Context: an optimization exercise on an open-source flow, tuned for small area. The choices shown serve that exercise and are no tape-out recipe. RTL that was checked went through simulation tests only; none was proved equivalent to the original. No functional check of the RTL was part of runs 2 to 6. Power figures rest on the tool's default switching activity, not on a simulated workload.

==> flow/design.v <==
module dma_module #(
	parameter DATA_SIZE = 1280 * 720 * 3 / 8,
	parameter DATA_SIZE_LOG = 19,
	parameter BURST_SIZE = 16,
	parameter BURST_NUM = DATA_SIZE / BURST_SIZE
)
(
	input					read_active,
	input		[31:0]		read_address,
	output	reg				read_idle,
	input					write_active,
	input		[31:0]		write_address,
	output 	reg 			write_idle,
	output		[3:0]		rw_resp,
	input					m_axi_acp_aclk,
	input					axi_resetn,
	output	reg	[31:0]		m_axi_acp_araddr,
	output	reg				m_axi_acp_arvalid,
	input					m_axi_acp_arready,
	input		[2:0]		m_axi_acp_rid,
	input		[63:0]		m_axi_acp_rdata,
	input		[1:0]		m_axi_acp_rresp,
	input					m_axi_acp_rlast,
	input					m_axi_acp_rvalid,
	output					m_axi_acp_rready,
	output	reg	[31:0]		m_axi_acp_awaddr,
	output	reg				m_axi_acp_awvalid,
	input					m_axi_acp_awready,
	output		[63:0]		m_axi_acp_wdata,
	output					m_axi_acp_wlast,
	output					m_axi_acp_wvalid,
	input					m_axi_acp_wready,
	input		[2:0]		m_axi_acp_bid,
	input		[1:0]		m_axi_acp_bresp,
	input		[4:0]		m_axi_acp_buser,
	input					m_axi_acp_bvalid,
	output	reg				m_axi_acp_bready,
	output		[63:0]		mm2s_data,
	output					mm2s_valid,
	input					mm2s_ready,
	input		[63:0]		s2mm_data,
	input					s2mm_valid,
	output					s2mm_ready
);
	localparam [9:0] BN_HI = BURST_NUM / 32;
	reg	[DATA_SIZE_LOG-1:0]	rdata_count;
	reg						rdata_ch_active;
	reg	[4:0]				rdata_addr_count;
	reg	[DATA_SIZE_LOG-1:0]	wdata_count;
	reg						wdata_ch_active;
	reg	[1:0]				bresp;
	assign rw_resp = {m_axi_acp_rresp, bresp};
	wire ar_hs = m_axi_acp_arvalid & m_axi_acp_arready;
	wire r_beat = m_axi_acp_rready & m_axi_acp_rvalid;
	wire r_last = r_beat & m_axi_acp_rlast;
	wire aw_hs = m_axi_acp_awvalid & m_axi_acp_awready;
	wire w_beat = m_axi_acp_wvalid & m_axi_acp_wready;
	wire [9:0] r_ah = rdata_count[18:9];
	wire [4:0] r_al = rdata_count[8:4];
	wire r_ah_mid = (r_ah[9:1] == BN_HI[9:1]);
	wire r_done = r_ah_mid & r_ah[0] & (r_al == 5'd0);
	wire r_cnt_zero = (rdata_addr_count == 5'd0);
	wire r_sum_hit = r_ah_mid & (r_ah[0] == r_cnt_zero) & (((r_al + rdata_addr_count) & 5'h1f) == 5'd0);
	wire [24:0] ra_q = m_axi_acp_araddr[31:7];
	wire [24:0] ra_s;
	wire [25:0] ra_c;
	wire [6:0]  ra_g;
	wire [6:0]  ra_p;
	assign ra_p[0] = 1'b1;
	genvar gi;
	generate for (gi = 0; gi < 25; gi = gi + 1) begin : g_ra
		if (gi % 4 == 0) begin : g_head
			assign ra_g[gi/4] = &ra_q[(gi+3 > 24 ? 24 : gi+3):gi];
			if (gi > 0) begin : g_pre
				assign ra_p[gi/4] = ra_p[gi/4-1] & ra_g[gi/4-1];
			end
		end
		wire cin = (gi % 4 == 0) ? (ar_hs & ra_p[gi/4]) : ra_c[gi];
		assign ra_s[gi] = ra_q[gi] ^ cin;
		assign ra_c[gi+1] = ra_q[gi] & cin;
	end endgenerate
	always @(posedge m_axi_acp_aclk) begin
		if (read_active)
			m_axi_acp_araddr <= read_address;
		else
			m_axi_acp_araddr[31:7] <= ra_s;
	end
	always @(posedge m_axi_acp_aclk) begin
		if (~axi_resetn)
			rdata_addr_count <= 0;
		else if (ar_hs & ~r_last)
			rdata_addr_count <= rdata_addr_count + 1;
		else if (~ar_hs & r_last)
			rdata_addr_count <= rdata_addr_count - 1;
	end
	always @(posedge m_axi_acp_aclk) begin
		if (~axi_resetn)
			m_axi_acp_arvalid <= 0;
		else
			m_axi_acp_arvalid <= ~read_idle & ~(&rdata_addr_count) & ~r_sum_hit;
	end
	always @(posedge m_axi_acp_aclk) begin
		if (~axi_resetn)
			rdata_ch_active <= 0;
		else
			rdata_ch_active <= ~r_cnt_zero;
	end
	always @(posedge m_axi_acp_aclk) begin
		if (~axi_resetn)
			read_idle <= 1;
		else if (r_done)
			read_idle <= 1;
		else if (read_active)
			read_idle <= 0;
	end
	wire [18:0] rc_s;
	wire [19:0] rc_c;
	wire [4:0]  rc_g;
	wire [4:0]  rc_p;
	assign rc_p[0] = 1'b1;
	generate for (gi = 0; gi < 19; gi = gi + 1) begin : g_rc
		if (gi % 4 == 0) begin : g_head
			assign rc_g[gi/4] = &rdata_count[(gi+3 > 18 ? 18 : gi+3):gi];
			if (gi > 0) begin : g_pre
				assign rc_p[gi/4] = rc_p[gi/4-1] & rc_g[gi/4-1];
			end
		end
		wire cin = (gi % 4 == 0) ? (r_beat & rc_p[gi/4]) : rc_c[gi];
		assign rc_s[gi] = rdata_count[gi] ^ cin;
		assign rc_c[gi+1] = rdata_count[gi] & cin;
	end endgenerate
	always @(posedge m_axi_acp_aclk) begin
		if (~axi_resetn)
			rdata_count <= 0;
		else
			rdata_count <= rc_s;
	end
	assign mm2s_data = m_axi_acp_rdata;
	assign m_axi_acp_rready = mm2s_ready & rdata_ch_active;
	assign mm2s_valid = m_axi_acp_rvalid & rdata_ch_active;
	wire w_done = (wdata_count[18:4] == BURST_NUM);
	assign m_axi_acp_wlast = &wdata_count[3:0];
	wire [21:0] wa_q = m_axi_acp_awaddr[31:10];
	wire [21:0] wa_s;
	wire [22:0] wa_c;
	wire [5:0]  wa_g;
	wire [5:0]  wa_p;
	assign wa_p[0] = 1'b1;
	generate for (gi = 0; gi < 22; gi = gi + 1) begin : g_wa
		if (gi % 4 == 0) begin : g_head
			assign wa_g[gi/4] = &wa_q[(gi+3 > 21 ? 21 : gi+3):gi];
			if (gi > 0) begin : g_pre
				assign wa_p[gi/4] = wa_p[gi/4-1] & wa_g[gi/4-1];
			end
		end
		wire cin = (gi % 4 == 0) ? (aw_hs & wa_p[gi/4]) : wa_c[gi];
		assign wa_s[gi] = wa_q[gi] ^ cin;
		assign wa_c[gi+1] = wa_q[gi] & cin;
	end endgenerate
	always @(posedge m_axi_acp_aclk) begin
		if (write_active)
			m_axi_acp_awaddr <= write_address;
		else
			m_axi_acp_awaddr[31:10] <= wa_s;
	end
	always @(posedge m_axi_acp_aclk) begin
		if (~axi_resetn)
			m_axi_acp_awvalid <= 0;
		else
			m_axi_acp_awvalid <= ~aw_hs & ~wdata_ch_active & ((wdata_count[3:0] == 0) | write_active) & ~write_idle;
	end
	always @(posedge m_axi_acp_aclk) begin
		if (~axi_resetn)
			wdata_ch_active <= 0;
		else if (aw_hs)
			wdata_ch_active <= 1;
		else if (w_beat)
			wdata_ch_active <= ~m_axi_acp_wlast;
	end
	always @(posedge m_axi_acp_aclk) begin
		if (~axi_resetn)
			write_idle <= 1;
		else if (w_done)
			write_idle <= 1;
		else if (write_active)
			write_idle <= 0;
	end
	wire [18:0] wc_s;
	wire [19:0] wc_c;
	wire [4:0]  wc_g;
	wire [4:0]  wc_p;
	assign wc_p[0] = 1'b1;
	generate for (gi = 0; gi < 19; gi = gi + 1) begin : g_wc
		if (gi % 4 == 0) begin : g_head
			assign wc_g[gi/4] = &wdata_count[(gi+3 > 18 ? 18 : gi+3):gi];
			if (gi > 0) begin : g_pre
				assign wc_p[gi/4] = wc_p[gi/4-1] & wc_g[gi/4-1];
			end
		end
		wire cin = (gi % 4 == 0) ? (w_beat & wc_p[gi/4]) : wc_c[gi];
		assign wc_s[gi] = wdata_count[gi] ^ cin;
		assign wc_c[gi+1] = wdata_count[gi] & cin;
	end endgenerate
	always @(posedge m_axi_acp_aclk) begin
		if (~axi_resetn)
			wdata_count <= 0;
		else
			wdata_count <= wc_s;
	end
	assign m_axi_acp_wdata = s2mm_data;
	assign m_axi_acp_wvalid = s2mm_valid & wdata_ch_active;
	assign s2mm_ready = m_axi_acp_wready & wdata_ch_active;
	always @(posedge m_axi_acp_aclk) begin
		if (~axi_resetn)
			m_axi_acp_bready <= 0;
		else
			m_axi_acp_bready <= w_beat & m_axi_acp_wlast;
	end
	always @(posedge m_axi_acp_aclk) begin
		if (~axi_resetn)
			bresp <= 0;
		else if (w_beat)
			bresp <= m_axi_acp_bresp;
	end
endmodule
==> flow/flow/run.sh <==
#!/bin/bash
set -euo pipefail
cd "$(dirname "$0")/.."
cat >> config.mk <<'MK'
export BUFFER_PORTS_ARGS = -buffer_cell sky130_fd_sc_hd__buf_1
export CTS_ARGS = -sink_clustering_enable -repair_clock_nets -dont_use_dummy_load -buf_list {sky130_fd_sc_hd__clkbuf_4} -sink_clustering_size 30 -sink_clustering_max_diameter 100
MK
bash standard.sh > standard.log 2>&1
==> flow/standard.sh <==
#!/bin/bash
# synth_recipe.tcl (not shown) runs the flow's synth.tcl, then flattens the netlist and writes it again
# the make line also repeats each setting of config.mk as NAME=value (left out here)
make -C /OpenROAD-flow-scripts/flow DESIGN_CONFIG=/design/flow/config.mk WORK_HOME=/design/flow/orfs CLKGATE_MAP_FILE= SYNTH_SCRIPT=/design/flow/synth_recipe.tcl "${@:-finish}"
==> flow/config.mk <==
export PLATFORM = sky130hd
export DESIGN_NAME = dma_module
export DESIGN_NICKNAME = dma_module
export VERILOG_FILES = /design/flow/design.v
export SDC_FILE = /design/flow/constraint.sdc
export NUM_CORES = 4
export LEC_CHECK = 0
export CAP_MARGIN = 20
export CORE_MARGIN = 2
export CORE_UTILIZATION = 40
export SLEW_MARGIN = 20
export BUFFER_PORTS_ARGS = -buffer_cell sky130_fd_sc_hd__buf_1
export CTS_ARGS = -sink_clustering_enable -repair_clock_nets -dont_use_dummy_load -buf_list {sky130_fd_sc_hd__clkbuf_4} -sink_clustering_size 30 -sink_clustering_max_diameter 100
==> flow/constraint.sdc <==
create_clock -name core_clock -period 2.5 [get_ports {m_axi_acp_aclk}]
set_input_delay 0.5000 -clock core_clock [delete_from_list [all_inputs] [get_ports {m_axi_acp_aclk}]]
set_output_delay 0.5000 -clock core_clock [all_outputs]
set_load 0.01 [all_outputs]
==> results of run 1 <==
[per-layer routing]
metal | up-vias | share of wire, %
met4 | 6 | 3.3
met2 | 248 | 41
met5 | - | 1.9
li1 | 1892 | -
met3 | 63 | 21
met1 | 1844 | 33
[sequential cells by signal (all words and copies together), names as in the netlist, 2 cells and up]
| signal | cells |
|---|---|
| wdata_count | 19 |
| bresp | 2 |
| rdata_addr_count | 5 |
| rdata_count | 19 |
| m_axi_acp_araddr | 32 |
| m_axi_acp_awaddr | 32 |
[Yosys cell counts]
master	number
o21ai_0	15
nor2b_1	4
xor2_1	14
edfxtp_1	17
a21o_1	4
nand4_2	1
and4_1	5
nand3_1	3
nand4b_1	1
nand4_1	15
or4_4	1
ha_1	70
xnor2_1	17
buf_4	130
or4_1	1
nor3_1	5
or2_2	1
and2_1	50
nand2b_1	1
o21ai_1	1
clkbuf_1	13
mux2_2	34
nor4_4	1
mux2i_1	4
nand2_1	24
nor4b_1	2
o2111a_1	1
nand3b_1	1
a21oi_1	5
o221ai_1	2
nor3b_1	1
inv_1	15
nor2_1	11
dfxtp_1	99
nor4_1	5
fa_1	2
and3_1	1
[cell families (layout without fill, tap and decap cells)]
group / Yosys count / in the layout / synth area share (%)
DFF: 116 / 116 / 40.6
xor gates and xnor gates: 31 / 31 / 4.42
buffers and inverters: 158 / 188 / 17.6
muxes: 38 / 38 / 6.89
and+or+nand+nor: 134 / 134 / 12.9
AOI/OAI and AO/OA: 28 / 28 / 2.67
adders and majority gates: 72 / 72 / 14.9
other: 0 / 2 / 0
[per-stage QoR]
stage / total power, mW / area [um2] / std cells
final: 3.44 / 6090 / 797
after global routing: 3.65 / 6090 / 797
after CTS: 3.50 / 6080 / 795
after detailed placement: 2.61 / 5950 / 778
after global placement: 2.59 / 5950 / 778
after floorplan: 2.60 / 6140 / 577
[worst max-delay path by stage]
stage,endpoint,slack (ps),cells past startpoint
global placement,rdata_addr_count[4],70,12
finish,rdata_addr_count[4],230,11
global route,rdata_addr_count[3],20,12
floorplan,rdata_addr_count[4],220,11
detailed placement,rdata_addr_count[4],-20,12
CTS,rdata_addr_count[4],160,11
[power by group through the flow]
stage / clock network, mW / logic (mW) / registers (mW)
floorplan: 0 / 0.419 / 2.18
global placement: 0 / 0.439 / 2.15
detailed placement: 0 / 0.453 / 2.16
CTS: 0.933 / 0.454 / 2.11
global route: 1.01 / 0.507 / 2.13
finish: 0.884 / 0.446 / 2.11
[cell type report]
class                      count  area, um2
tap                          188        235
timing repair buffer         156        603
fill                        1519       9000
multi-input combinational    303       2570
clock buffer                  17        128
sequential                   116       2490
inverter                      15       56.3
antenna                        2       5.00
[timing repair]
item / 4_1_cts / 5_1_grt
gates resized for setup: 0 / 2
setup buffers: 0 / 0
setup endpoints to repair: 0 / 2
==> reports/results.ini, run 1 <==
[power]
p_seq_share_pct = 61.4
swShare_pct = 26.7
pwr-share-comb_pct = 12.9
p_clk_share_pct = 25.7
cellPowerDensity_mw_per_mm2 = 566
peakVddDrop_uv = 215
power.internal_mw = 2.52
p_sw_uw = 920
leakagePower_nw = 2.74

[grt]
overflow = 0
grt_max_degree = 54
grtUsageMet1_pct = 20.0
grt_pass1_wl_um = 24900
met3_usage_pct = 21.6
use_met2_pct = 28.9
busiest_layer = met2
grtUsageTotal_pct = 21.3
grt_pass1_vias = 4185
antenna_found_initial = 2

[sta]
fin_ws_ps = 229
relSlewSlack_pct = 40.9
holdWs_ps = 136
fmax_mhz = 440
rsz0062_at_grt = false
tns_ps = 0
final_hold_viol_count = 0
setup_violations = 0
fin_crit_sh_pct = 90.8
clock_skew_ps = 41.7
worst_pin_slew_ps = 886
finalMaxSlewViolations = 0
period_needed_ps = 2270

[critical_path]
critical_path.cell_chain = and2_1 > nand2_1 > inv_1 > nand2_1 > ha_2 > inv_2 > ha_1 > a21o_1 > a21oi_1 > mux2i_1 > mux2i_1
required_ps = 2910
setup.worst_path.start_class = register
path_buf_inv = 2
critPathCaptureType = register
arrival_ps = 2680
crit_slowest_cell = dfxtp_1
path_delay_family = adder cells
critical_path.max_stage_delay_ps = 330
reg2reg_from = rdata_ch_active
reg2reg_depth = 11
worstReg2RegEnd = rdata_addr_count[4]
crit_start = rdata_ch_active
crit_fanout = 4
path_class = register to register
ff2ff_setup_slack_ps = 230

[yosys]
syn_area_mm2 = 0.00614
synth_top_area_share_pct = 32.3
yosys_register_bits = 116
synth.area.top_cells = dfxtp_1, buf_4, ha_1
postSynthNetCount = 868
yosys_warnings = 1
syn_area_per_cell_um2 = 10.6
synth_cell_types = 37
seq_area_frac_synth_pct = 40.6
synth_top_cell_by_area = dfxtp_1
netlist_instances = 577

[finish]
layout_commonest_cell = buf_1
fin_util_pct = 40.3
area_growth_pct = -0.836
layout.nets = 900
drive_above_1_share_pct = 10.4
mostFrequentLayoutCells = buf_1, dfxtp_1, ha_1

[clocking]
cts_root_buf = clkbuf_4
numCtsBuffers = 17
ctsHoldBuffers = 0
cts_tree = built
clk_pin_slew_ps = 110
clock_latency_ps = 520
clock_sinks = 116
clk_path_buf_depth = 2
cts-htree-levels = 4

[die]
design.core.area_mm2 = 0.0151
rows = 45
start_util_pct = 40.7
die_h_um = 128
io_pins = 425
dieWidth_um = 128
dieArea_mm2 = 0.0164

[hold_path]
hold_start = write_address[1]
min_path_cells = 1
hold_path_end = m_axi_acp_awaddr[1]
min_path_type = primary input to register

[routing]
antenna_left = 0
drt-pass1-iter-count = 4
wirelength_um = 17200
avgRoutedWirePerCell_um = 21.6
num_vias = 4053
drc = 0
viasPerCell = 5.09
drt-initial-drc-count = 150

[placement]
port_buffers = 152
post-dp-hpwl_um = 14600
post-place-ws_ps = -23.7
place.gp.congestion = 0.861

[outcome]
outcome = no timing/DRC/antenna violations

[flow_run]
cap_violations = 0

==> run 2, diff against run 1 <==
--- a/flow/design.v
+++ b/flow/design.v
@@ -45,7 +45,7 @@
 	localparam [9:0] BN_HI = BURST_NUM / 32;
 	reg	[DATA_SIZE_LOG-1:0]	rdata_count;
 	reg						rdata_ch_active;
-	reg	[4:0]				rdata_addr_count;
+	reg	[4:0]				rd_neg;
 	reg	[DATA_SIZE_LOG-1:0]	wdata_count;
 	reg						wdata_ch_active;
 	reg	[1:0]				bresp;
@@ -59,8 +59,8 @@
 	wire [4:0] r_al = rdata_count[8:4];
 	wire r_ah_mid = (r_ah[9:1] == BN_HI[9:1]);
 	wire r_done = r_ah_mid & r_ah[0] & (r_al == 5'd0);
-	wire r_cnt_zero = (rdata_addr_count == 5'd0);
-	wire r_sum_hit = r_ah_mid & (r_ah[0] == r_cnt_zero) & (((r_al + rdata_addr_count) & 5'h1f) == 5'd0);
+	wire r_cnt_zero = (rd_neg == 5'd0);
+	wire r_sum_hit = r_ah_mid & (r_ah[0] == r_cnt_zero) & (r_al == rd_neg);
 	wire [24:0] ra_q = m_axi_acp_araddr[31:7];
 	wire [24:0] ra_s;
 	wire [25:0] ra_c;
@@ -87,17 +87,17 @@
 	end
 	always @(posedge m_axi_acp_aclk) begin
 		if (~axi_resetn)
-			rdata_addr_count <= 0;
+			rd_neg <= 0;
 		else if (ar_hs & ~r_last)
-			rdata_addr_count <= rdata_addr_count + 1;
+			rd_neg <= rd_neg - 1;
 		else if (~ar_hs & r_last)
-			rdata_addr_count <= rdata_addr_count - 1;
+			rd_neg <= rd_neg + 1;
 	end
 	always @(posedge m_axi_acp_aclk) begin
 		if (~axi_resetn)
 			m_axi_acp_arvalid <= 0;
 		else
-			m_axi_acp_arvalid <= ~read_idle & ~(&rdata_addr_count) & ~r_sum_hit;
+			m_axi_acp_arvalid <= ~read_idle & ~(rd_neg == 5'd1) & ~r_sum_hit;
 	end
 	always @(posedge m_axi_acp_aclk) begin
 		if (~axi_resetn)
==> run 2 against run 1 <==
- critical path type unchanged
- sequential share of layout area is 0.78 points higher
- cell count is 2.1% lower
- routed wire length is 5.7% lower
- count of clock-buffer cells in the layout stayed put
- critical endpoint is now m_axi_acp_araddr[29]
- core utilization is 0.45 points higher
- area after synthesis is 1.9% lower
- setup slack better by 44 ps
- critical path depth is 4 lower
- clock power is 2% higher
- global-route usage is 1.2 points lower
- largest power group unchanged
- highest routed layer unchanged
==> reports/results.ini, run 2 <==
[yosys]
postSynthNetCount = 849  ; -2.2%
seq_area_frac_synth_pct = 41.4  ; +0.78 points
synth_xor_area_share_pct = 4.65  ; +0.23 points
synthFlopType = dfxtp_1
syn_area_mm2 = 0.00602  ; -1.9%
synthTopCellsByCount = buf_4, dfxtp_1, ha_1, and2_1, mux2_2
netlist_instances = 563  ; -2.4%
async_flop_share_pct = 0  ; unchanged
synth_top_family_by_area = buffers and inverters
yosys_register_bits = 116  ; unchanged
synth_cell_types = 36  ; -2.7%
synth-compound-area-share_pct = 2.60  ; -0.074 points
synth_top_area_share_pct = 32.9  ; +0.62 points
yosys_warnings = 1  ; unchanged
synth_edf_count = 17  ; unchanged
yosys.area_share.simple_pct = 12.8  ; -0.045 points
yosysMostFrequentCell = buf_4
syn_area_per_cell_um2 = 10.7  ; +0.56%
synth_fa_ha_area_share_pct = 13.9  ; -1.0 points
yosys-mux-area-fraction_pct = 6.86  ; -0.035 points
synth_top_cell_by_area = dfxtp_1
synth.area.top_cells = dfxtp_1, buf_4, ha_1

[routing]
drt-pass1-iter-count = 4  ; unchanged
num_vias = 3921  ; -3.3%
drt-initial-drc-count = 176  ; +17%
drc = 0  ; unchanged
wirelength_um = 16300  ; -5.7%
antenna_left = 0  ; unchanged
viasPerCell = 5.03  ; -1.1%
avgRoutedWirePerCell_um = 20.8  ; -3.6%

[clocking]
cts_setup_buffers = 0  ; unchanged
cts_tree = built
ctsHoldBuffers = 0  ; unchanged
clock_latency_ps = 520  ; about the same
cts-htree-levels = 4  ; unchanged
clk_path_buf_depth = 2  ; unchanged
clock_sinks = 116  ; unchanged
clk_pin_slew_ps = 110  ; about the same
ctsResizeCount = 0  ; unchanged
numCtsBuffers = 17  ; unchanged
cts_root_buf = clkbuf_4

[grt]
grt_max_degree = 53  ; -1.9%
antenna_found_initial = 2  ; unchanged
grtUsageTotal_pct = 20.1  ; -1.2 points
overflow = 0  ; unchanged
grt_pass1_wl_um = 23400  ; -5.9%
grt_pass1_vias = 3945  ; -5.7%

[finish]
layout_commonest_cell = buf_1
drive_above_1_share_pct = 10.3  ; -0.13 points
area_growth_pct = -0.831  ; about the same
mostFrequentLayoutCells = buf_1, dfxtp_1, ha_1
fin_cells = 780  ; -2.1%
layout.nets = 883  ; -1.9%
reg.largest.list = m_axi_acp_araddr x32, m_axi_acp_awaddr x32

[sta]
tns_ps = 0  ; unchanged
finalMaxSlewViolations = 0  ; unchanged
setup_violations = 0  ; unchanged
fin_ws_ps = 273  ; +43.7 ps
fmax_mhz = 449  ; +2.0%
relSlewSlack_pct = 40.7  ; -0.26 points
worst_pin_slew_ps = 890  ; +3.97 ps
clock_skew_ps = 34.6  ; -7.11 ps
period_needed_ps = 2230  ; -43.7 ps
fin_crit_sh_pct = 89.1  ; -1.7 points
rsz0062_at_grt = false
holdWs_ps = 132  ; -4.22 ps
final_hold_viol_count = 0  ; unchanged

[outcome]
outcome = no timing/DRC/antenna violations

[critical_path]
arrival_ps = 2630  ; -50 ps
required_ps = 2910  ; about the same
setup.worst_path.start_class = register
critPathCaptureType = register
path_class = register to register
crit_fanout = 4  ; unchanged

[power]
power.total_mw = 3.40  ; -1.4%
cellPowerDensity_mw_per_mm2 = 568  ; +0.50%
peakVddDrop_uv = 231  ; +7.4%
leakagePower_nw = 2.62  ; -4.5%

[die]
dieWidth_um = 127  ; -0.91%
design.core.area_mm2 = 0.0146  ; -3.0%
start_util_pct = 41.1  ; +0.45 points
rows = 44  ; -2.2%
dieArea_mm2 = 0.0161  ; -1.8%
die_h_um = 127  ; -0.91%
io_pins = 425  ; unchanged

[placement]
port_buffers = 152  ; unchanged
place.gp.congestion = 0.859  ; -0.20%
post-place-ws_ps = 64.3  ; +88.0 ps
post-dp-hpwl_um = 13400  ; -8.2%
placedCellCount = 762  ; -2.1%

[flow_run]
cap_violations = 0  ; unchanged

[hold_path]
min_path_type = primary input to register

-- run 2: power by group --
part / total [mW] / switching, mW / internal [mW]
clock: 0.900 / 0.590 / 0.310
sequential: 2.09 / 0.0856 / 2.00
combinational: 0.406 / 0.230 / 0.176
-- run 2: layout make-up --
| type | instances | area, um2 |
|---|---|---|
| clock buffers | 17 | 128 |
| fillers | 1470 | 8670 |
| multi-input cells | 292 | 2460 |
| diodes | 1 | 2.50 |
| well taps | 184 | 230 |
| flip-flops and latches | 116 | 2490 |
| inverters | 13 | 48.8 |
| repair buffers | 157 | 611 |
-- run 2: path summary, 6_finish.rpt --
kind                            depth (start not counted)                 start  slack [ps]                   end
worst max-delay path                                    7   m_axi_acp_araddr[7]         270  m_axi_acp_araddr[29]
worst max register to register                          7   m_axi_acp_araddr[7]         270  m_axi_acp_araddr[29]
worst min-delay path                                    1      write_address[0]         130   m_axi_acp_awaddr[0]
worst min register to register                          2  m_axi_acp_araddr[31]         500  m_axi_acp_araddr[31]
-- run 2: logic make-up after synthesis --
| family | after synthesis |
|---|---|
| muxes | 37 |
| AOI/OAI and AO/OA | 25 |
| adders and majority gates | 67 |
| xor gates and xnor gates | 32 |
| DFF | 116 |
| buffers and inverters | 155 |
| and+or+nand+nor | 131 |
-- run 2: worst max-delay path: stages, from the launching register on --
cell and delay [ps]:
dfxtp_1 390, nand4_2 150, or4_4 580, nor3_1 220, ha_1 180, ha_1 140
ha_1 220, mux2_2 260
-- run 2: per-layer routing --
layer / wire (um) / share of wire, % / GRT usage, % / vias to the layer above
met5: 126 / 0.78 / 5.26 / -
met4: 420 / 2.6 / 7.63 / 4
met3: 3170 / 19 / 19.4 / 44
met2: 6470 / 40 / 26.7 / 221
met1: 6070 / 37 / 21.3 / 1802
li1: - / - / - / 1850
-- run 2: per-stage QoR --
step	util (%)	instance area, um2
2_1_floorplan	-	6020
3_3_place_gp	39.9	5840
3_5_place_dp	39.9	5840
4_1_cts	40.8	5970
5_1_grt	40.8	5970
6_report	40.8	5970
==> run 3, diff against run 2 <==
--- a/flow/config.mk
+++ b/flow/config.mk
@@ -7,7 +7,7 @@
 export LEC_CHECK = 0
 export CAP_MARGIN = 20
 export CORE_MARGIN = 2
-export CORE_UTILIZATION = 40
+export CORE_UTILIZATION = 75
 export SLEW_MARGIN = 20
 export BUFFER_PORTS_ARGS = -buffer_cell sky130_fd_sc_hd__buf_1
 export CTS_ARGS = -sink_clustering_enable -repair_clock_nets -dont_use_dummy_load -buf_list {sky130_fd_sc_hd__clkbuf_4} -sink_clustering_size 30 -sink_clustering_max_diameter 100
==> run 3 against run 2 <==
- the run now fails in I/O pin placement
- area after synthesis is the same
- synthesized cell count is the same
==> reports/results.ini, run 3 <==
[yosys]
syn_area_mm2 = 0.00602  ; unchanged
synthTopCellsByCount = buf_4, dfxtp_1, ha_1, and2_1, mux2_2
yosys_warnings = 1  ; unchanged
synth_top_area_share_pct = 32.9  ; unchanged
synth.area.top_cells = dfxtp_1, buf_4, ha_1
synth-compound-area-share_pct = 2.60  ; unchanged
synth_xor_area_share_pct = 4.65  ; unchanged
synthFlopType = dfxtp_1
synth_top_cell_by_area = dfxtp_1
yosys.area_share.simple_pct = 12.8  ; unchanged
yosys_register_bits = 116  ; unchanged
synth_fa_ha_area_share_pct = 13.9  ; unchanged
async_flop_share_pct = 0  ; unchanged
yosys-mux-area-fraction_pct = 6.86  ; unchanged
postSynthNetCount = 849  ; unchanged
synth_top_family_by_area = buffers and inverters
seq_area_frac_synth_pct = 41.4  ; unchanged
synth_cell_types = 36  ; unchanged
synth_edf_count = 17  ; unchanged
yosysMostFrequentCell = buf_4
netlist_instances = 563  ; unchanged
syn_area_per_cell_um2 = 10.7  ; unchanged

[outcome]
haltStage = I/O pin placement
error_line = [ERROR PPL-0024] Number of IO pins (425) exceeds maximum number of available positions (330). Increase the die perimeter from 374.46um to 578.00um.
outcome = aborted with a tool error

[die]
start_util_pct = 77.5  ; +36 points
dieWidth_um = 93.6  ; -26%
die_h_um = 93.6  ; -26%
rows = 32  ; -27%

==> run 3: kinds of logic after synthesis <==
group           count (synthesis)
simple gates                  131
xor+xnor                       32
buf+inv                       155
flops                         116
compound gates                 25
mux                            37
fa+ha+maj                      67
==> run 4, diff against run 3 <==
--- a/flow/config.mk
+++ b/flow/config.mk
@@ -7,7 +7,7 @@
 export LEC_CHECK = 0
 export CAP_MARGIN = 20
 export CORE_MARGIN = 2
-export CORE_UTILIZATION = 75
+export CORE_UTILIZATION = 60
 export SLEW_MARGIN = 20
 export BUFFER_PORTS_ARGS = -buffer_cell sky130_fd_sc_hd__buf_1
 export CTS_ARGS = -sink_clustering_enable -repair_clock_nets -dont_use_dummy_load -buf_list {sky130_fd_sc_hd__clkbuf_4} -sink_clustering_size 30 -sink_clustering_max_diameter 100
==> run 4 against run 3 <==
- the flow again stops in I/O pin placement
- area after synthesis is the same
- synthesized cell count unchanged
==> reports/results.ini, run 4 <==
[outcome]
outcome = aborted with a tool error
haltStage = I/O pin placement
error_line = [ERROR PPL-0024] Number of IO pins (425) exceeds maximum number of available positions (368). Increase the die perimeter from 416.78um to 578.00um.

[yosys]
yosysMostFrequentCell = buf_4
yosys.area_share.simple_pct = 12.8  ; unchanged
syn_area_mm2 = 0.00602  ; unchanged
synth.area.top_cells = dfxtp_1, buf_4, ha_1
synthTopCellsByCount = buf_4, dfxtp_1, ha_1, and2_1, mux2_2
synth_cell_types = 36  ; unchanged
synth_xor_area_share_pct = 4.65  ; unchanged
netlist_instances = 563  ; unchanged
synth-compound-area-share_pct = 2.60  ; unchanged
synth_edf_count = 17  ; unchanged
postSynthNetCount = 849  ; unchanged
async_flop_share_pct = 0  ; unchanged
synth_top_area_share_pct = 32.9  ; unchanged
syn_area_per_cell_um2 = 10.7  ; unchanged
yosys-mux-area-fraction_pct = 6.86  ; unchanged
yosys_warnings = 1  ; unchanged
synth_top_family_by_area = buffers and inverters
yosys_register_bits = 116  ; unchanged
seq_area_frac_synth_pct = 41.4  ; unchanged
synth_top_cell_by_area = dfxtp_1
synth_fa_ha_area_share_pct = 13.9  ; unchanged
synthFlopType = dfxtp_1

[die]
dieWidth_um = 104  ; +11%
rows = 36  ; +13%
start_util_pct = 61.6  ; -16 points
die_h_um = 104  ; +11%

## run 4: cell counts after synthesis
No cell type changed its count.
## run 4: cell families after synthesis
kind of cell               count (synthesis)
buffers and inverters                    155
adders and majority gates                 67
AOI/OAI and AO/OA                         25
muxes                                     37
DFF                                      116
xor gates and xnor gates                  32
and+or+nand+nor                          131
==> run 5, diff against run 4 <==
==> flow/config.mk (replaced) <==
export PLATFORM = sky130hd
export DESIGN_NAME = dma_module
export DESIGN_NICKNAME = dma_module
export VERILOG_FILES = /design/flow/design.v
export SDC_FILE = /design/flow/constraint.sdc
export NUM_CORES = 4
export LEC_CHECK = 0
export CAP_MARGIN = 0
export CORE_MARGIN = 2
export CORE_UTILIZATION = 40
export SLEW_MARGIN = 0
export BUFFER_PORTS_ARGS = -buffer_cell sky130_fd_sc_hd__buf_1
export CTS_ARGS = -sink_clustering_enable -repair_clock_nets -dont_use_dummy_load -buf_list {sky130_fd_sc_hd__clkbuf_4} -sink_clustering_size 30 -sink_clustering_max_diameter 100
==> run 5 against run 4 <==
- now clean on timing, DRC and antenna
- synthesized cell count unchanged
- area after synthesis unchanged
==> reports/results.ini, run 5 <==
[outcome]
outcome = no timing/DRC/antenna violations

[finish]
multi_input_area_mm2 = 0.00246
layout.nets = 883
drive_above_1_share_pct = 10.3
area_growth_pct = -0.831
fin_area_mm2 = 0.00597
reg.largest.list = m_axi_acp_araddr x32, m_axi_acp_awaddr x32
layout_commonest_cell = buf_1
n_fill_cell = 1470
mostFrequentLayoutCells = buf_1, dfxtp_1, ha_1
ff_latch_area_mm2 = 0.00249

[routing]
drt-pass1-iter-count = 4
drc = 0
viasPerCell = 5.03
antenna_left = 0
avgRoutedWirePerCell_um = 20.8
drt-initial-drc-count = 176
num_vias = 3921
wirelength_um = 16300

[power]
leakagePower_nw = 2.62
cellPowerDensity_mw_per_mm2 = 568
power.total_mw = 3.40
peakVddDrop_uv = 231

[sta]
tns_ps = 0
clock_skew_ps = 34.6
rsz0062_at_grt = false
fin_crit_sh_pct = 89.1
holdWs_ps = 132
finalMaxSlewViolations = 0
fmax_mhz = 449
worst_pin_slew_ps = 890
period_needed_ps = 2230
setup_violations = 0
final_hold_viol_count = 0
relSlewSlack_pct = 40.7

[clocking]
ctsHoldBuffers = 0
cts_root_buf = clkbuf_4
clk_path_buf_depth = 2
clock_latency_ps = 520
ctsResizeCount = 0
cts-htree-levels = 4
cts_setup_buffers = 0
clock_sinks = 116
cts_tree = built
clk_pin_slew_ps = 110
numCtsBuffers = 17

[grt]
overflow = 0
antenna_found_initial = 2
grt_pass1_wl_um = 23400
grtUsageTotal_pct = 20.1
grt_pass1_vias = 3945
grt_max_degree = 53

[critical_path]
required_ps = 2910
setup.worst_path.start_class = register
arrival_ps = 2630
crit_fanout = 4
critPathCaptureType = register
path_class = register to register

[placement]
port_buffers = 152
place.gp.congestion = 0.859
post-dp-hpwl_um = 13400
place_area_mm2 = 0.00584

[flow_run]
cap_violations = 0

[yosys]
syn_area_per_cell_um2 = 10.7  ; unchanged
synth_cell_types = 36  ; unchanged
netlist_instances = 563  ; unchanged
syn_area_mm2 = 0.00602  ; unchanged
synth_top_cell_by_area = dfxtp_1
async_flop_share_pct = 0  ; unchanged
synthFlopType = dfxtp_1
seq_area_frac_synth_pct = 41.4  ; unchanged
synth_top_area_share_pct = 32.9  ; unchanged
yosys_register_bits = 116  ; unchanged
synth.area.top_cells = dfxtp_1, buf_4, ha_1
postSynthNetCount = 849  ; unchanged
yosysMostFrequentCell = buf_4
synthTopCellsByCount = buf_4, dfxtp_1, ha_1, and2_1, mux2_2
yosys_warnings = 1  ; unchanged
synth_edf_count = 17  ; unchanged

[hold_path]
min_path_type = primary input to register

[die]
dieWidth_um = 127  ; +22%
dieArea_mm2 = 0.0161
start_util_pct = 41.1  ; -20 points
rows = 44  ; +22%
design.core.area_mm2 = 0.0146
die_h_um = 127  ; +22%
io_pins = 425

run 5: cell counts after synthesis:
Identical to the previous run, type by type.
run 5: area by class of cell:
type / count / area share (%)
timing repair buffer: 157 / 10.2
inverter: 13 / 0.817
clock buffer: 17 / 2.14
antenna: 1 / 0.0419
multi-input combinational: 292 / 41.2
tap: 184 / 3.85
sequential: 116 / 41.7
run 5: layer usage:
metal	wire [um]	up-vias	GRT usage [%]
met3	3170	44	19.4
met1	6070	1802	21.3
met5	126	-	5.26
met2	6470	221	26.7
met4	420	4	7.63
li1	-	1850	-
run 5: stage by stage:
step / util, % / worst slack, ps / std cells
after floorplan: - / 324 / 563
after global placement: 39.9 / 110 / 762
after detailed placement: 39.9 / 64.3 / 762
after CTS: 40.8 / 291 / 779
after global routing: 40.8 / 85.9 / 780
final: 40.8 / 273 / 780
run 5: path summary, 6_finish.rpt:
path	startpoint	to	slack [ps]	cells after the start
worst max-delay path	m_axi_acp_araddr[7]	m_axi_acp_araddr[29]	270	7
worst min-delay path	write_address[0]	m_axi_acp_awaddr[0]	130	1
worst max register to register	m_axi_acp_araddr[7]	m_axi_acp_araddr[29]	270	7
worst min register to register	m_axi_acp_araddr[31]	m_axi_acp_araddr[31]	500	2
run 5: where the power goes:
group	leakage [nW]	switching, mW	total (mW)	internal (mW)
clock network	0.0782	0.590	0.900	0.310
logic	1.56	0.230	0.406	0.176
registers	0.983	0.0856	2.09	2.00
total	2.62	0.905	3.40	2.49
run 5: worst max-delay path, cell delays in order, from the launching register on:
cell and delay (ps):
dfxtp_1 390, nand4_2 150, or4_4 580, nor3_1 220, ha_1 180, ha_1 140
ha_1 220, mux2_2 260
run 5: logic make-up (layout without fill, tap and decap cells):
group	after synthesis	after routing	share of synthesized area, %
and+or+nand+nor	131	131	12.8
adders and majority gates	67	67	13.9
buffers and inverters	155	187	17.8
AOI/OAI and AO/OA	25	25	2.60
muxes	37	37	6.86
other	0	1	0
xor gates and xnor gates	32	32	4.65
DFF	116	116	41.4
==> run 6, diff against run 5 <==
--- a/flow/config.mk
+++ b/flow/config.mk
@@ -8,6 +8,8 @@
 export CAP_MARGIN = 0
 export CORE_MARGIN = 2
 export CORE_UTILIZATION = 40
+export GPL_ROUTABILITY_DRIVEN = 0
+export GPL_TIMING_DRIVEN = 0
 export SLEW_MARGIN = 0
 export BUFFER_PORTS_ARGS = -buffer_cell sky130_fd_sc_hd__buf_1
 export CTS_ARGS = -sink_clustering_enable -repair_clock_nets -dont_use_dummy_load -buf_list {sky130_fd_sc_hd__clkbuf_4} -sink_clustering_size 30 -sink_clustering_max_diameter 100
==> run 6 against run 5 <==
- still clean
- routed wire length increased by 8.6%
- non-clock buffer count increased by 267
- critical path depth increased by 1
- clock power decreased by 2%
- via count increased by 25%
- cell area increased by 25%
- area after synthesis unchanged
- critical path type unchanged
- largest cell class unchanged
- largest power group unchanged
- highest routed layer unchanged
==> reports/results.ini, run 6 <==
[grt]
grt_pass1_wl_um = 25900  ; +11%
grtUsageTotal_pct = 21.1  ; +1.1 points
antenna_found_initial = 3  ; +1
overflow = 0  ; unchanged
grt_max_degree = 17  ; -68%
grt_pass1_vias = 4703  ; +19%

[yosys]
syn_area_mm2 = 0.00602  ; unchanged
yosysMostFrequentCell = buf_4
synth_cell_types = 36  ; unchanged
synth.area.top_cells = dfxtp_1, buf_4, ha_1
synthFlopType = dfxtp_1
synth_top_cell_by_area = dfxtp_1
yosys_warnings = 1  ; unchanged
async_flop_share_pct = 0  ; unchanged
seq_area_frac_synth_pct = 41.4  ; unchanged
synth_edf_count = 17  ; unchanged
postSynthNetCount = 849  ; unchanged
yosys_register_bits = 116  ; unchanged
synth_top_area_share_pct = 32.9  ; unchanged
netlist_instances = 563  ; unchanged
syn_area_per_cell_um2 = 10.7  ; unchanged
synthTopCellsByCount = buf_4, dfxtp_1, ha_1, and2_1, mux2_2

[placement]
place_area_mm2 = 0.00731  ; +25%
post-dp-hpwl_um = 15300  ; +14%
port_buffers = 282  ; +86%

[finish]
mostFrequentLayoutCells = buf_1, buf_4, dfxtp_1
area_growth_pct = 23.6
fin_area_mm2 = 0.00744  ; +25%
layout.nets = 1150  ; +30%
layout_commonest_cell = buf_1
reg.largest.list = m_axi_acp_araddr x32, m_axi_acp_awaddr x32
fin_util_pct = 50.8  ; +10 points
drive_above_1_share_pct = 21.3  ; +11 points

[clocking]
clk_path_buf_depth = 2  ; unchanged
clock_sinks = 116  ; unchanged
ctsHoldBuffers = 0  ; unchanged
cts_root_buf = clkbuf_4
cts_tree = built
numCtsBuffers = 17  ; unchanged
clk_pin_slew_ps = 100  ; about the same
clock_latency_ps = 510  ; about the same
ctsResizeCount = 0  ; unchanged
cts-htree-levels = 4  ; unchanged
cts_setup_buffers = 0  ; unchanged

[routing]
drt-pass1-iter-count = 4  ; unchanged
drt-initial-drc-count = 208  ; +18%
drc = 0  ; unchanged
num_vias = 4910  ; +25%
viasPerCell = 4.69  ; -6.8%
antenna_left = 0  ; unchanged
avgRoutedWirePerCell_um = 16.8  ; -19%
wirelength_um = 17700  ; +8.6%

[sta]
fin_crit_sh_pct = 90.3  ; +1.3 points
tns_ps = 0  ; unchanged
fmax_mhz = 443  ; -1.4%
final_hold_viol_count = 0  ; unchanged
relSlewSlack_pct = 48.6  ; +8.0 points
period_needed_ps = 2260  ; +31.3 ps
setup_violations = 0  ; unchanged
rsz0062_at_grt = false
worst_pin_slew_ps = 770  ; -119 ps
clock_skew_ps = 43.1  ; +8.45 ps
holdWs_ps = 176  ; +44.0 ps
finalMaxSlewViolations = 0  ; unchanged

[critical_path]
setup.worst_path.start_class = register
crit_fanout = 3  ; -1
arrival_ps = 2650  ; +20 ps
critPathCaptureType = register
required_ps = 2890  ; -20 ps
ff2ff_setup_slack_ps = 240  ; -30 ps
path_class = register to register

[power]
leakagePower_nw = 3.38  ; +29%
power.total_mw = 3.69  ; +8.6%
cellPowerDensity_mw_per_mm2 = 495  ; -13%
peakVddDrop_uv = 311  ; +35%

[flow_run]
cap_violations = 0  ; unchanged

[die]
design.core.area_mm2 = 0.0146  ; unchanged
dieArea_mm2 = 0.0161  ; unchanged
io_pins = 425  ; unchanged
start_util_pct = 41.1  ; unchanged
die_h_um = 127  ; unchanged
rows = 44  ; unchanged
dieWidth_um = 127  ; unchanged

[hold_path]
min_path_type = primary input to register

[outcome]
outcome = no timing/DRC/antenna violations

[run 6: cell counts after synthesis]
Identical to the previous run, type by type.
[run 6: where the power goes]
part           switching, mW  total (mW)  internal [mW]
Combinational          0.364       0.707          0.343
Clock                  0.576       0.886          0.310
Sequential            0.0888        2.09           2.00
[run 6: area by class of cell]
| class | instances | area, um2 |
|---|---|---|
| Fill cell | 1380 | 7200 |
| Sequential cell | 116 | 2490 |
| Multi-Input combinational cell | 292 | 2460 |
| Timing Repair Buffer | 282 | 1060 |
| Buffer | 142 | 1020 |
| Tap cell | 184 | 230 |
| Clock buffer | 17 | 128 |
| Inverter | 13 | 48.8 |
| Antenna cell | 2 | 5.00 |
[run 6: cell families (layout without fill, tap and decap cells)]
logic type	after synthesis	count (layout)	synth area share [%]
muxes	37	37	6.86
other	0	2	0
buffers and inverters	155	454	17.8
xor gates and xnor gates	32	32	4.65
adders and majority gates	67	67	13.9
and+or+nand+nor	131	131	12.8
DFF	116	116	41.4
AOI/OAI and AO/OA	25	25	2.60
[run 6: critical path: stages (launching register included)]
cell and delay, ps:
dfxtp_1 430, nand4_1 180, nor4_1 480, inv_1 120, nor2_1 140, ha_1 160, ha_1 150, ha_1 220
mux2_2 260
[run 6: worst paths after layout]
path                                           start  depth (start not counted)              endpoint
worst max-delay path            m_axi_acp_awaddr[10]                          8  m_axi_acp_awaddr[28]
worst min-delay path                 read_address[5]                          1   m_axi_acp_araddr[5]
worst min register to register  m_axi_acp_araddr[31]                          2  m_axi_acp_araddr[31]
worst max register to register  m_axi_acp_awaddr[10]                          8  m_axi_acp_awaddr[28]
[run 6: through the flow]
step	setup slack [ps]	instances
2_1_floorplan	324	563
3_3_place_gp	86.8	1029
3_5_place_dp	57.8	1029
4_1_cts	245	1046
5_1_grt	124	1046
6_report	242	1048
[run 6: layer usage]
metal	track usage, %	vias up	share of wire [%]
li1	-	2388	-
met1	29.9	2312	47
met2	31.4	192	44
met3	7.89	16	8.8
met4	3.56	2	0.65
met5	0	-	0.074

## static timing again, ports no longer ideal
In the flow no input, the clock included, has a driving cell. The finished layouts below were timed again as built, in two steps.
Step 1 sets driving cells, clkbuf_16 on the clock port and buf_2 on the other inputs (assumed; they add their load-dependent delay and slew).
Step 2 moves the port delays by t, midway between the first and last clock arrival at a register: inputs arrive t later, outputs are due t later. That takes back most of the time a late clock gives input paths.
Slacks: ideal ports / drivers / drivers and shift; pairs: ideal ports / drivers.
run	shift t [ns]	setup WS [ns]	worst register clock-pin slew, ns	pins driven straight from the clock port
run 1	0.542	0.229 / 0.229 / 0.002	0.11 / 0.11	1
run 2	0.530	0.273 / 0.273 / 0.067	0.11 / 0.11	1
run 5	0.530	0.273 / 0.273 / 0.067	0.11 / 0.11	1
run 6	0.517	0.242 / 0.242 / 0.047	0.11 / 0.11	1
After both steps every run listed still meets setup and hold. The setup slack of run 1, which loses most, moves by 0.000 ns with the drivers and by -0.227 ns with both steps.
